Source: an optimization exercise on an open RTL-to-GDS flow (aim: small area, a short achievable clock period and few clock cycles). Production flows keep margins and buffers that such runs may drop.
In this exercise RTL edits were held to simulation tests only and were not proved equivalent to the original.

## rev 12
==> module LinearRegressor, before the edit <==
module LinearRegressor(input clk, rst, start, input [19:0] x_in, y_in, output [7:0] addr, output [19:0] Vect_E, output err_valid, output ready);
	reg p_idle, p_sum, p_joint, p_div, p_res;
	reg [7:0] cnt;
	reg ev;
	wire c150 = (cnt == 8'd150);
	wire c27 = (cnt == 8'd27);
	wire last_sum = p_sum & c150;
	wire last_joint = p_joint & c27;
	wire last_div = p_div & c27;
	wire last_res = p_res & c150;
	wire first = p_sum & (cnt == 8'd1);
	wire keep = ~first;
	wire jlow = cnt < 8'd5;             
	wire dlive = cnt < 8'd23;           
	always @(posedge clk, posedge rst) begin
		if (rst) begin
			p_idle <= 1'b1; p_sum <= 1'b0; p_joint <= 1'b0; p_div <= 1'b0; p_res <= 1'b0;
			cnt <= 8'd0; ev <= 1'b0;
		end else begin
			p_idle <= (p_idle & ~start) | last_res;
			p_sum <= (p_idle & start) | (p_sum & ~c150);
			p_joint <= last_sum | (p_joint & ~c27);
			p_div <= last_joint | (p_div & ~c27);
			p_res <= last_div | (p_res & ~c150);
			cnt <= (p_idle | last_joint | last_div | last_res) ? 8'd0 : (last_sum ? {5'd0, k0} : (sk0 ? 8'd12 : cnt + 8'd1));
			ev <= p_res & (cnt != 8'd0);
		end
	end
	assign addr = cnt;
	assign ready = p_idle;
	assign err_valid = ev;
	reg [19:0] xr, yr;
	reg [27:0] SX, SY;
	reg [45:0] SXX, SXY;                
	reg [45:0] Q1;                      
	reg [45:0] QN;                      
	reg [7:0] rb, rd, R1h, R2h, h;
	wire [19:0] A = SXY[19:0];
	wire [17:0] M = SXY[37:20];          
	reg skip;                           
	reg ovf;
	assign Vect_E = ~SXY[29:10];
	wire load = ~(p_joint | p_div);
	wire [4:0] bi = 5'd27 - cnt[4:0];      
	wire s = SX[bi];
	wire t = SY[bi];
	wire [8:0] ra9 = {rb, s};
	wire qa = ra9 >= 9'd150;
	wire [7:0] rb_n = qa ? ra9 - 9'd150 : ra9[7:0];
	wire [8:0] rc9 = {rd, t};
	wire qc = rc9 >= 9'd150;
	wire [7:0] rd_n = qc ? rc9 - 9'd150 : rc9[7:0];
	wire [10:0] U1 = {1'b0, R1h, 2'b00} + (s ? {1'b0, rb, 2'b01} : 11'd0);
	wire u1a = U1 >= 11'd600;
	wire [10:0] U1a = u1a ? U1 - 11'd600 : U1;
	wire u1b = U1a >= 11'd300;
	wire [10:0] U1b = u1b ? U1a - 11'd300 : U1a;
	wire u1c = U1b >= 11'd150;
	wire [10:0] U1c = u1c ? U1b - 11'd150 : U1b;
	wire [2:0] e1 = {u1a, u1b, u1c};
	wire [45:0] q1_n;
	lr_q1 HQ1(.q({Q1[43:0], ~SXX[45:44]}), .xa(s ? xr : 20'd0), .e(e1), .s(q1_n));
	wire [10:0] U2 = {1'b0, R2h, 2'b00} + (s ? {2'b0, rd, 1'b0} : 11'd0) + (t ? {2'b0, rb, 1'b0} : 11'd0) + {10'd0, s & t};
	wire u2a = U2 >= 11'd600;
	wire [10:0] U2a = u2a ? U2 - 11'd600 : U2;
	wire u2b = U2a >= 11'd300;
	wire [10:0] U2b = u2b ? U2a - 11'd300 : U2a;
	wire u2c = U2b >= 11'd150;
	wire [10:0] U2c = u2c ? U2b - 11'd150 : U2b;
	wire [2:0] e2 = {u2a, u2b, u2c};
	wire [45:0] q2_n;
	lr_q2 HQ2(.q({QN[43:0], ~SXY[45:44]}), .ya(s ? yr : 20'd0), .xb(t ? xr : 20'd0), .e(e2), .s(q2_n));
	wire big = ~&Q1[45:24];
	wire sk0 = p_div & (cnt == 8'd0) & big;
	wire n1 = (skip ? ~QN[23] : ~QN[45]) & dlive & p_div;
	wire n2 = (skip ? ~QN[22] : ~QN[44]) & dlive & p_div;
	wire [45:0] d1, d2;
	wire co1, co2;
	lr_dstage DS1(.rn({SXX, n1}), .nv(Q1), .d(d1), .co(co1));
	wire q1 = co1 & p_div & ~sk0;
	wire [45:0] r1 = q1 ? d1 : {SXX[44:0], n1};
	lr_dstage DS2(.rn({r1, n2}), .nv(Q1), .d(d2), .co(co2));
	wire q2 = co2 & p_div & ~sk0;
	wire [45:0] r2 = q2 ? d2 : {r1[44:0], n2};
	wire [17:0] m = {h, SX[9:0]};        
	wire [9:0] g = xr[19:10];            
	wire [17:0] M1, M2;
	wire [19:0] A1, A2;
	wire o1, o2;
	lr_tstep TS1(.q(q1), .A(A), .M(M), .m(m), .g(g), .An(A1), .Mn(M1), .ov(o1));
	lr_tstep TS2(.q(q2), .A(A1), .M(M1), .m(m), .g(g), .An(A2), .Mn(M2), .ov(o2));
	wire [19:0] c = yr;
	wire [19:0] b0;
	lr_b0 FB0(.c(c), .d(rd), .A(A), .B(M[17:10]), .ovf(ovf), .b0(b0));
	wire [45:0] sq_o;
	lr_sq SQ(.x(xr), .acc(SXX & {46{keep}}), .s(sq_o));
	wire [45:0] mx_o;
	wire [45:0] ra = p_res ? {16'd0, ~yr, 10'd0} : (SXY & {46{keep}});
	lr_mxy MXY(.u(xr), .w(p_res ? QN[19:0] : yr), .ra(ra), .rb(p_res ? Q1[19:0] : 20'd0), .z(mx_o));
	wire [27:0] sx_o, sy_o;
	wire sx_c, sy_c;
	lr_add28 ASX(.a(SX & {28{keep}}), .b({8'd0, xr & {20{p_sum}}}), .ci(1'b0), .s(sx_o), .co(sx_c));
	lr_add28 ASY(.a(SY & {28{keep}}), .b({8'd0, yr & {20{p_sum}}}), .ci(1'b0), .s(sy_o), .co(sy_c));
	wire [4:0] lz = sx_o[27:23] | sy_o[27:23];
	wire [2:0] k0 = lz[4] ? 3'd0 : lz[3] ? 3'd1 : lz[2] ? 3'd2 : lz[1] ? 3'd3 : lz[0] ? 3'd4 : 3'd5;
	always @(posedge clk) begin
		xr[19:10] <= load ? x_in[19:10] : (p_joint ? xr[18:9] : xr[19:10]);
		xr[9:0] <= load ? x_in[9:0] : {xr[8:0], qa};
		if (!p_div) yr <= load ? y_in : {yr[18:0], qc};
		SX <= sx_o;
		SY <= sy_o;
		SXX <= (p_sum | (p_joint & jlow)) ? sq_o : (sk0 ? {22'd0, ~QN[45:22]} : r2);
		SXY[45:38] <= (p_joint & ~jlow) ? SXY[43:36] : mx_o[45:38];
		SXY[37:0] <= p_div ? {M2, A2} : ((p_joint & ~jlow) ? {SXY[35:0], 2'b00} : mx_o[37:0]);
		rb <= p_joint ? rb_n : 8'd0;
		rd <= p_sum ? 8'd0 : (p_joint ? rd_n : rd);
		R1h <= p_joint ? U1c[7:0] : 8'd0;
		R2h <= p_joint ? U2c[7:0] : 8'd0;
		if (p_joint && cnt == 8'd17) h <= rb_n;
		if (p_joint) Q1 <= q1_n;
		else if (p_res && cnt == 8'd0) Q1[19:0] <= b0;
		if (p_joint) QN <= q2_n;
		else if (p_div) QN <= {QN[43:0], q1, q2};
		skip <= p_div & (skip | sk0);
		ovf <= p_div & (ovf | o1 | o2);
	end
endmodule
clock: 360.0 ns
lec_check: 0
abc_area: 1
cap_margin: 20
core_margin: 2
core_utilization: 45
place_density: 0.6
slew_margin: 20
run.sh (not shown) runs the stock make flow with config.mk's settings and CLKGATE_MAP_FILE= SYNTH_SCRIPT=/design/flow/synth_recipe.tcl, a recipe that flattens the netlist after the stock synthesis.
Testbench counts of rev 12, summed over its fixed seeds: cycles 27,506.
Setup changes, rev 12 to rev 13
--- a/flow/design.v
+++ b/flow/design.v
@@ -3940,7 +3940,7 @@
 			p_joint <= last_sum | (p_joint & ~c27);
 			p_div <= last_joint | (p_div & ~c27);
 			p_res <= last_div | (p_res & ~c150);
-			cnt <= (p_idle | last_joint | last_div | last_res) ? 8'd0 : (last_sum ? {5'd0, k0} : (sk0 ? 8'd12 : cnt + 8'd1));
+			cnt <= (p_idle | last_sum | last_joint | last_div | last_res) ? 8'd0 : (sk0 ? 8'd12 : cnt + 8'd1);
 			ev <= p_res & (cnt != 8'd0);
 		end
 	end
@@ -3953,15 +3953,14 @@
 	reg [45:0] Q1;                      
 	reg [45:0] QN;                      
 	reg [7:0] rb, rd, R1h, R2h, h;
-	wire [19:0] A = SXY[19:0];
-	wire [17:0] M = SXY[37:20];          
+	reg [19:0] A;
+	reg [17:0] M;                       
 	reg skip;                           
 	reg ovf;
 	assign Vect_E = ~SXY[29:10];
 	wire load = ~(p_joint | p_div);
-	wire [4:0] bi = 5'd27 - cnt[4:0];      
-	wire s = SX[bi];
-	wire t = SY[bi];
+	wire s = SX[27];
+	wire t = SY[27];
 	wire [8:0] ra9 = {rb, s};
 	wire qa = ra9 >= 9'd150;
 	wire [7:0] rb_n = qa ? ra9 - 9'd150 : ra9[7:0];
@@ -4018,18 +4017,15 @@
 	wire [27:0] sx_o, sy_o;
 	wire sx_c, sy_c;
 	lr_add28 ASX(.a(SX & {28{keep}}), .b({8'd0, xr & {20{p_sum}}}), .ci(1'b0), .s(sx_o), .co(sx_c));
-	lr_add28 ASY(.a(SY & {28{keep}}), .b({8'd0, yr & {20{p_sum}}}), .ci(1'b0), .s(sy_o), .co(sy_c));
-	wire [4:0] lz = sx_o[27:23] | sy_o[27:23];
-	wire [2:0] k0 = lz[4] ? 3'd0 : lz[3] ? 3'd1 : lz[2] ? 3'd2 : lz[1] ? 3'd3 : lz[0] ? 3'd4 : 3'd5;
+	lr_add28 ASY(.a(SY & {28{keep}}), .b({8'd0, yr}), .ci(1'b0), .s(sy_o), .co(sy_c));
 	always @(posedge clk) begin
 		xr[19:10] <= load ? x_in[19:10] : (p_joint ? xr[18:9] : xr[19:10]);
 		xr[9:0] <= load ? x_in[9:0] : {xr[8:0], qa};
 		if (!p_div) yr <= load ? y_in : {yr[18:0], qc};
-		SX <= sx_o;
-		SY <= sy_o;
+		SX <= p_joint ? {SX[26:0], SX[27]} : sx_o;
+		SY <= p_joint ? {SY[26:0], SY[27]} : sy_o;
 		SXX <= (p_sum | (p_joint & jlow)) ? sq_o : (sk0 ? {22'd0, ~QN[45:22]} : r2);
-		SXY[45:38] <= (p_joint & ~jlow) ? SXY[43:36] : mx_o[45:38];
-		SXY[37:0] <= p_div ? {M2, A2} : ((p_joint & ~jlow) ? {SXY[35:0], 2'b00} : mx_o[37:0]);
+		SXY <= (p_joint & ~jlow) ? {SXY[43:0], 2'b00} : mx_o;
 		rb <= p_joint ? rb_n : 8'd0;
 		rd <= p_sum ? 8'd0 : (p_joint ? rd_n : rd);
 		R1h <= p_joint ? U1c[7:0] : 8'd0;
@@ -4039,6 +4035,8 @@
 		else if (p_res && cnt == 8'd0) Q1[19:0] <= b0;
 		if (p_joint) QN <= q2_n;
 		else if (p_div) QN <= {QN[43:0], q1, q2};
+		A <= p_div ? A2 : 20'd0;
+		M <= p_div ? M2 : 18'd0;
 		skip <= p_div & (skip | sk0);
 		ovf <= p_div & (ovf | o1 | o2);
 	end
Rev 13 finished every step from synthesis to the final layout, and the layout passed the timing, DRC and antenna checks. Maximum frequency grows slightly when moving from rev 12 to rev 13. For the layout buffering overhead excluding clock cells, rev 13 came in 0.31 points lower than rev 12 did. Compared with rev 12, rev 13 shows a lower number of cell instances on the worst register-to-register path. Synthesized cell count (rev 13 over rev 12): increase, about 2%.
Testbench counts of rev 13, summed over its fixed seeds: cycles 27,843.

separate check: timing with driven ports:
In the flow no input, the clock included, has a driving cell. The finished layouts below were timed again as built, in two steps. Step 1 sets driving cells, clkbuf_16 on the clock port and buf_2 on the other inputs (assumed; they add their load-dependent delay and slew). Step 2 also shifts input and output timing later by t, the mid clock arrival at the registers, as if the neighbouring blocks saw the same clock. Slacks: ideal ports / drivers / drivers and shift; pairs: ideal ports / drivers.
run | shift t [ns] | slack for setup (ns) | hold slack, ns
rev 12 | 0.647 | 285.669 / 285.601 / 286.248 | 0.463 / 0.463 / 0.463
rev 13 | 0.706 | 286.307 / 286.243 / 286.949 | 0.445 / 0.445 / 0.445
After both steps every run listed still meets setup and hold.
